From an optimization exercise on the open Yosys and OpenROAD flow, aimed at small area, a short achievable clock period and few clock cycles per item; shortcuts taken in it are not production practice.
Only simulation tests tie the RTL to the original design; equivalence was not proved.
Power figures rest on the tool's default switching activity, not on a simulated workload.

== lane 1 ==
==> flow/design.v (excerpt) <==
module ascon128_stream #(
    parameter R = 1
)(
input          clk, rst,
input          start, enc,
input  [127:0] key, nonce,
input          in_valid,
output         in_ready,
input   [63:0] in_data,
input    [3:0] in_bytes,
input          in_ad,
output         out_valid,
output  [63:0] out_data,
output         tag_valid,
output [127:0] tag
);
Size in the first run: roughly 3200 cells after synthesis, ~530 I/O pins, roughly 31000 sq um of cells after synthesis.
Settings: LEC_CHECK=0, CAP_MARGIN=20, CORE_MARGIN=2, CORE_UTILIZATION=45, CTS_CLUSTER_DIAMETER=100, CTS_CLUSTER_SIZE=24, PLACE_DENSITY=0.75, SLEW_MARGIN=50, SYNTH_HIERARCHICAL=1; clock period 10.0 ns.
standard.sh (not shown) runs the stock make flow with config.mk's settings and CLKGATE_MAP_FILE= SYNTH_SCRIPT=/design/flow/synth_recipe.tcl, a recipe that flattens the netlist after the stock synthesis.
==> flow/flow/run.sh <==
#!/bin/bash
# The standard layout (standard.sh), with plain buffers (buf_1) on the
# ports instead of the default delay-cell buffers. Every port still gets
# its own buffer. The make output goes to standard.log.
set -euo pipefail
export BUFFER_PORTS_ARGS="-buffer_cell sky130_fd_sc_hd__buf_1"
bash standard.sh > standard.log 2>&1
Lane 1 closes out successfully: all stages finished, all timing, DRC and antenna checks passed.
Testbench counts of lane 1, summed over its fixed seeds: cycles 23,122, bytes 19,747.
Modified inputs, lane 2 compared to lane 1
==> flow/flow/run.sh <==
#!/bin/bash
# The standard layout (standard.sh) with two changes to the port
# buffers (every port still gets its own buffer):
#  - plain buf_1 buffers instead of the default delay-cell buffers,
#  - after global placement, the output port buffers become buf_2.
# The make output goes to standard.log.
set -euo pipefail
here=$(cd "$(dirname "$0")" && pwd)
export BUFFER_PORTS_ARGS="-buffer_cell sky130_fd_sc_hd__buf_1"
export POST_GLOBAL_PLACE_TCL="$here/outbuf.tcl"
bash standard.sh > standard.log 2>&1
==> flow/flow/outbuf.tcl (new file) <==
# Output port buffers: buf_2 instead of buf_1 (every port keeps its own buffer).
set db [ord::get_db]
set block [ord::get_db_block]
set m2 [$db findMaster sky130_fd_sc_hd__buf_2]
set n 0
foreach bterm [$block getBTerms] {
  if {[$bterm getIoType] ne "OUTPUT"} continue
  set net [$bterm getNet]
  if {$net eq "NULL"} continue
  foreach it [$net getITerms] {
    if {[$it isOutputSignal]} {
      set inst [$it getInst]
      if {[[$inst getMaster] getName] eq "sky130_fd_sc_hd__buf_1"} {
        $inst swapMaster $m2
        incr n
      }
    }
  }
}
puts "outbuf.tcl: $n output buffers now buf_2"
--- a/flow/config.mk
+++ b/flow/config.mk
@@ -10 +10 @@
-export CORE_UTILIZATION = 45
+export CORE_UTILIZATION = 55
@@ -14 +14 @@
-export SLEW_MARGIN = 50
+export SLEW_MARGIN = 60
Notes after the runs:
- Delta (lane 2 minus lane 1): highest ir drop seen on vdd shows an increase of 0.035 mV, static leakage higher, final period demand of the worst path now sits lower.
- Source of the critical timing path = S3[15]$_DFF_P_: lane 1; source of the critical timing path = S3[37]$_DFF_P_: lane 2
- Die area | lane 2 < lane 1
Modified inputs, lane 3 compared to lane 2
==> flow/flow/run.sh <==
#!/bin/bash
# The standard layout (standard.sh), with plain buffers (buf_1) on the
# ports instead of the default delay-cell buffers. Every port still gets
# its own buffer. The make output goes to standard.log.
set -euo pipefail
export BUFFER_PORTS_ARGS="-buffer_cell sky130_fd_sc_hd__buf_1"
bash standard.sh > standard.log 2>&1
--- a/flow/config.mk
+++ b/flow/config.mk
@@ -14 +14 @@
-export SLEW_MARGIN = 60
+export SLEW_MARGIN = 55
removed: flow/flow/outbuf.tcl
Notes after the runs:
Of lane 2 and lane 3, the run reporting the higher post-route clock period utilization was lane 3. As far as routed wire length per instance is concerned, lane 3 and lane 2 perform about the same. Max freq lane 2 -> lane 3: degraded. When the final numbers for lane 2 and lane 3 were put side by side, the fraction of the core area covered by cells at the end of the flow turned out to be greater in lane 2. Between lane 3 and lane 2, it is lane 3 whose total length of routed met2 wires is lower, by about 1.8%. Lane 3 vs lane 2, via count went down by 185.
Edits applied to the flow inputs when going from lane 3 to lane 4:
==> flow/flow/run.sh <==
#!/bin/bash
# The standard layout (standard.sh) with two changes to the port
# buffers (every port still gets its own buffer):
#  - plain buf_1 buffers instead of the default delay-cell buffers,
#  - after global placement, the output port buffers become buf_2.
# The make output goes to standard.log.
set -euo pipefail
here=$(cd "$(dirname "$0")" && pwd)
export BUFFER_PORTS_ARGS="-buffer_cell sky130_fd_sc_hd__buf_1"
export POST_GLOBAL_PLACE_TCL="$here/outbuf.tcl"
bash standard.sh > standard.log 2>&1
==> flow/flow/outbuf.tcl (new file) <==
# Output port buffers: buf_2 instead of buf_1 (every port keeps its own buffer).
set db [ord::get_db]
set block [ord::get_db_block]
set m2 [$db findMaster sky130_fd_sc_hd__buf_2]
set n 0
foreach bterm [$block getBTerms] {
  if {[$bterm getIoType] ne "OUTPUT"} continue
  set net [$bterm getNet]
  if {$net eq "NULL"} continue
  foreach it [$net getITerms] {
    if {[$it isOutputSignal]} {
      set inst [$it getInst]
      if {[[$inst getMaster] getName] eq "sky130_fd_sc_hd__buf_1"} {
        $inst swapMaster $m2
        incr n
      }
    }
  }
}
puts "outbuf.tcl: $n output buffers now buf_2"
--- a/flow/config.mk
+++ b/flow/config.mk
@@ -10 +10 @@
-export CORE_UTILIZATION = 55
+export CORE_UTILIZATION = 50
@@ -14 +14 @@
-export SLEW_MARGIN = 55
+export SLEW_MARGIN = 50
Results
Lane 4 finished every step from synthesis to the final layout, and the layout passed the timing, DRC and antenna checks.
Compare lane 4 and lane 3 | total global routing track utilization higher: lane 3
When the final numbers for lane 4 and lane 3 were put side by side, the cell-internal power turned out to be smaller in lane 3.
Lane 4 vs lane 3 on vias after detailed routing: lane 4 is the lower one.
Lane 4 and lane 3 ended up with nearly the same register cell area after layout.
Looking only at filler-free cell count of the finished design, and setting everything else aside, the higher value of lane 4 and lane 3 goes to lane 4.
On lane 4: final standard cell area without fillers is about 0.9% lower than what lane 3 gave.
Lane 4 ended up with a lower total detailed-routing wirelength than lane 3 did.

========
Another version of the RTL of ascon128_stream (not shown whole).
Size: ~440 flip-flops.
clock: 10.0 ns
lec_check: 0
cap_margin: 20
core_margin: 2
core_utilization: 60
slew_margin: 20
synth_hierarchical: 1
==> flow/flow/run.sh <==
#!/bin/bash
# The standard layout (standard.sh), with plain buffers (buf_1) on the
# ports instead of the default delay-cell buffers. Every port still gets
# its own buffer. The make output goes to standard.log.
set -euo pipefail
export BUFFER_PORTS_ARGS="-buffer_cell sky130_fd_sc_hd__buf_1"
bash standard.sh > standard.log 2>&1
The first run produced a clean layout.
Testbench counts at the start, summed over its fixed seeds: cycles 23,122, bytes 19,747.
Then changed:
Settings changed: CORE_UTILIZATION 60 to 40, CTS_CLUSTER_DIAMETER from default to 100, CTS_CLUSTER_SIZE from default to 24, PLACE_DENSITY from default to 0.85, SLEW_MARGIN 20 to 50.
- cell area climbs by 3.0%
- setup slack gains 210 ps
- via count is about the same
- count of clock-buffer cells in the layout drops by 44
- maximum frequency climbs by 5.8%
- combinational power climbs by about 5%
- non-clock buffer count climbs by 9
- die area climbs by 49%
Then changed:
Settings changed: CORE_UTILIZATION 40 to 55, PLACE_DENSITY 0.85 to 0.75.
Total power came out lower by a few percent.
Hold slack gets better by 5.4 ps.
Global-route usage came out higher by 9.4 points.
Fmax came out higher by a few percent.
Count of clock-buffer cells in the layout came out lower by 1.
Synthesized area is unchanged.
Sequential power hardly moves.
Wire length came out lower by a few percent.
Sequential share of layout area came out higher by 0.35 points.
Worst setup slack gets better by 110 ps.
Cell count came out lower by a few percent.

========
## red
ascon128_stream with an RTL version that a note above also has.
For scale: ~3200 cells after synthesis, ~31000 sq um of cells after synthesis.
==> flow/design.v (excerpt) <==
module ascon128_stream #(
    parameter R = 1
)(
input          clk, rst,
input          start, enc,
input  [127:0] key, nonce,
input          in_valid,
output         in_ready,
input   [63:0] in_data,
input    [3:0] in_bytes,
input          in_ad,
output         out_valid,
output  [63:0] out_data,
output         tag_valid,
output [127:0] tag
);
localparam [3:0]  LAST = 12 - R;
localparam [63:0] IV   = 64'h80400c0600000000;
reg  [63:0] S0, S1, S2, S3, S4;
reg  [63:0] O;
reg        idle_q, rnd_q, init_q, fin_q, wait_q, tag_q, txt_q, enc_q;
reg  [3:0] cnt;
reg        take_q;     
reg        ov_q;
reg        pend_q, ad_q;
reg  [3:0] len_q;
wire [7:0] m_q, pad_q;
wire       last_q = !len_q[3];
genvar q;
generate
for (q = 0; q < 8; q = q + 1) begin : lens
    assign m_q[q]   = (q < len_q);
    assign pad_q[q] = (q == len_q);
end
endgenerate
wire [63:0] x0 [0:R];
wire [63:0] x1 [0:R];
  ...
export LEC_CHECK = 0
export CAP_MARGIN = 20
export CORE_MARGIN = 2
export CORE_UTILIZATION = 50
export CTS_CLUSTER_DIAMETER = 100
export CTS_CLUSTER_SIZE = 24
export PLACE_DENSITY = 0.75
export SLEW_MARGIN = 50
export SYNTH_HIERARCHICAL = 1
create_clock -name core_clock -period 10.0 [get_ports {clk}]
Scripts as last shown in full above: flow/flow/run.sh
Testbench counts of red, summed over its fixed seeds: cycles 23,122, bytes 19,747.
Input changes introduced in blue (baseline for comparison: red):
- swapping 50 for 55 in CORE_UTILIZATION
==> run notes <==
In the reports for blue and red, the smaller area inside the core boundary belongs to blue. On final core area utilization, the higher figure sits with blue, not red. Between blue and red, the difference in clock tree cell share of total cell area is negligible. Part of the total power dissipated in the clock network, blue and red, lower one = blue. blue completed; timing, DRC and antenna clean. Lower final weighted congestion in routability-driven placement goes to blue over red. [blue vs red] actual transition at the worst max-transition pin: higher in blue.
What green does differently from blue at the input level:
- CAP_MARGIN now 0, was 20
- CORE_UTILIZATION now 50, was 55
Results
The final critical-path required period reported for green is smaller than that of blue by 0.070 ns. Worst setup slack (lower): blue. Clock skew, blue and green: higher on blue.

==> afterwards: timing with drivers on the ports <==
In the flow no input, the clock included, has a driving cell. The finished layouts below were timed again as built, in two steps.
Step 1 (the two cells are an assumption about what drives the block):
set clk [get_ports {clk}]
set_driving_cell -lib_cell sky130_fd_sc_hd__clkbuf_16 $clk
set_driving_cell -lib_cell sky130_fd_sc_hd__buf_2 [delete_from_list [all_inputs] $clk]
Step 2 times the ports against the registers' clock, not the clock port: input delays grow and output delays shrink by t, the midpoint of the rising clock arrivals with the driver on.
Three values: ideal ports, drivers, drivers and shift; two values: the first two.
run | t, ns | setup WS [ns] | latest minus earliest clock arrival (ns) | worst data-port slew with drivers (ns) | pins driven straight from the clock port
lane 1 | 0.674 | 6.567 / 6.500 / 6.365 | 0.034 / 0.035 | 0.16 | 1
lane 2 | 0.669 | 6.632 / 6.566 / 6.376 | 0.024 / 0.024 | 0.11 | 1
lane 3 | 0.665 | 6.516 / 6.459 / 6.369 | 0.037 / 0.037 | 0.10 | 1
lane 4 | 0.671 | 6.625 / 6.556 / 6.438 | 0.034 / 0.034 | 0.09 | 1
the first run of note 2 | 0.690 | 6.180 / 6.180 / 6.180 | 0.021 / 0.021 | 0.09 | 1
the second run of note 2 | 0.684 | 6.390 / 6.317 / 6.401 | 0.019 / 0.019 | 0.10 | 1
the third run of note 2 | 0.685 | 6.501 / 6.501 / 6.501 | 0.029 / 0.028 | 0.08 | 1
red | 0.664 | 6.616 / 6.552 / 6.436 | 0.036 / 0.036 | 0.10 | 1
blue | 0.674 | 6.546 / 6.488 / 6.364 | 0.043 / 0.043 | 0.10 | 1
green | 0.664 | 6.616 / 6.552 / 6.436 | 0.036 / 0.036 | 0.10 | 1
After both steps setup and hold are still met in every run listed. The setup slack of lane 2, which loses most, moves by -0.066 ns with the drivers and by -0.256 ns with both steps.
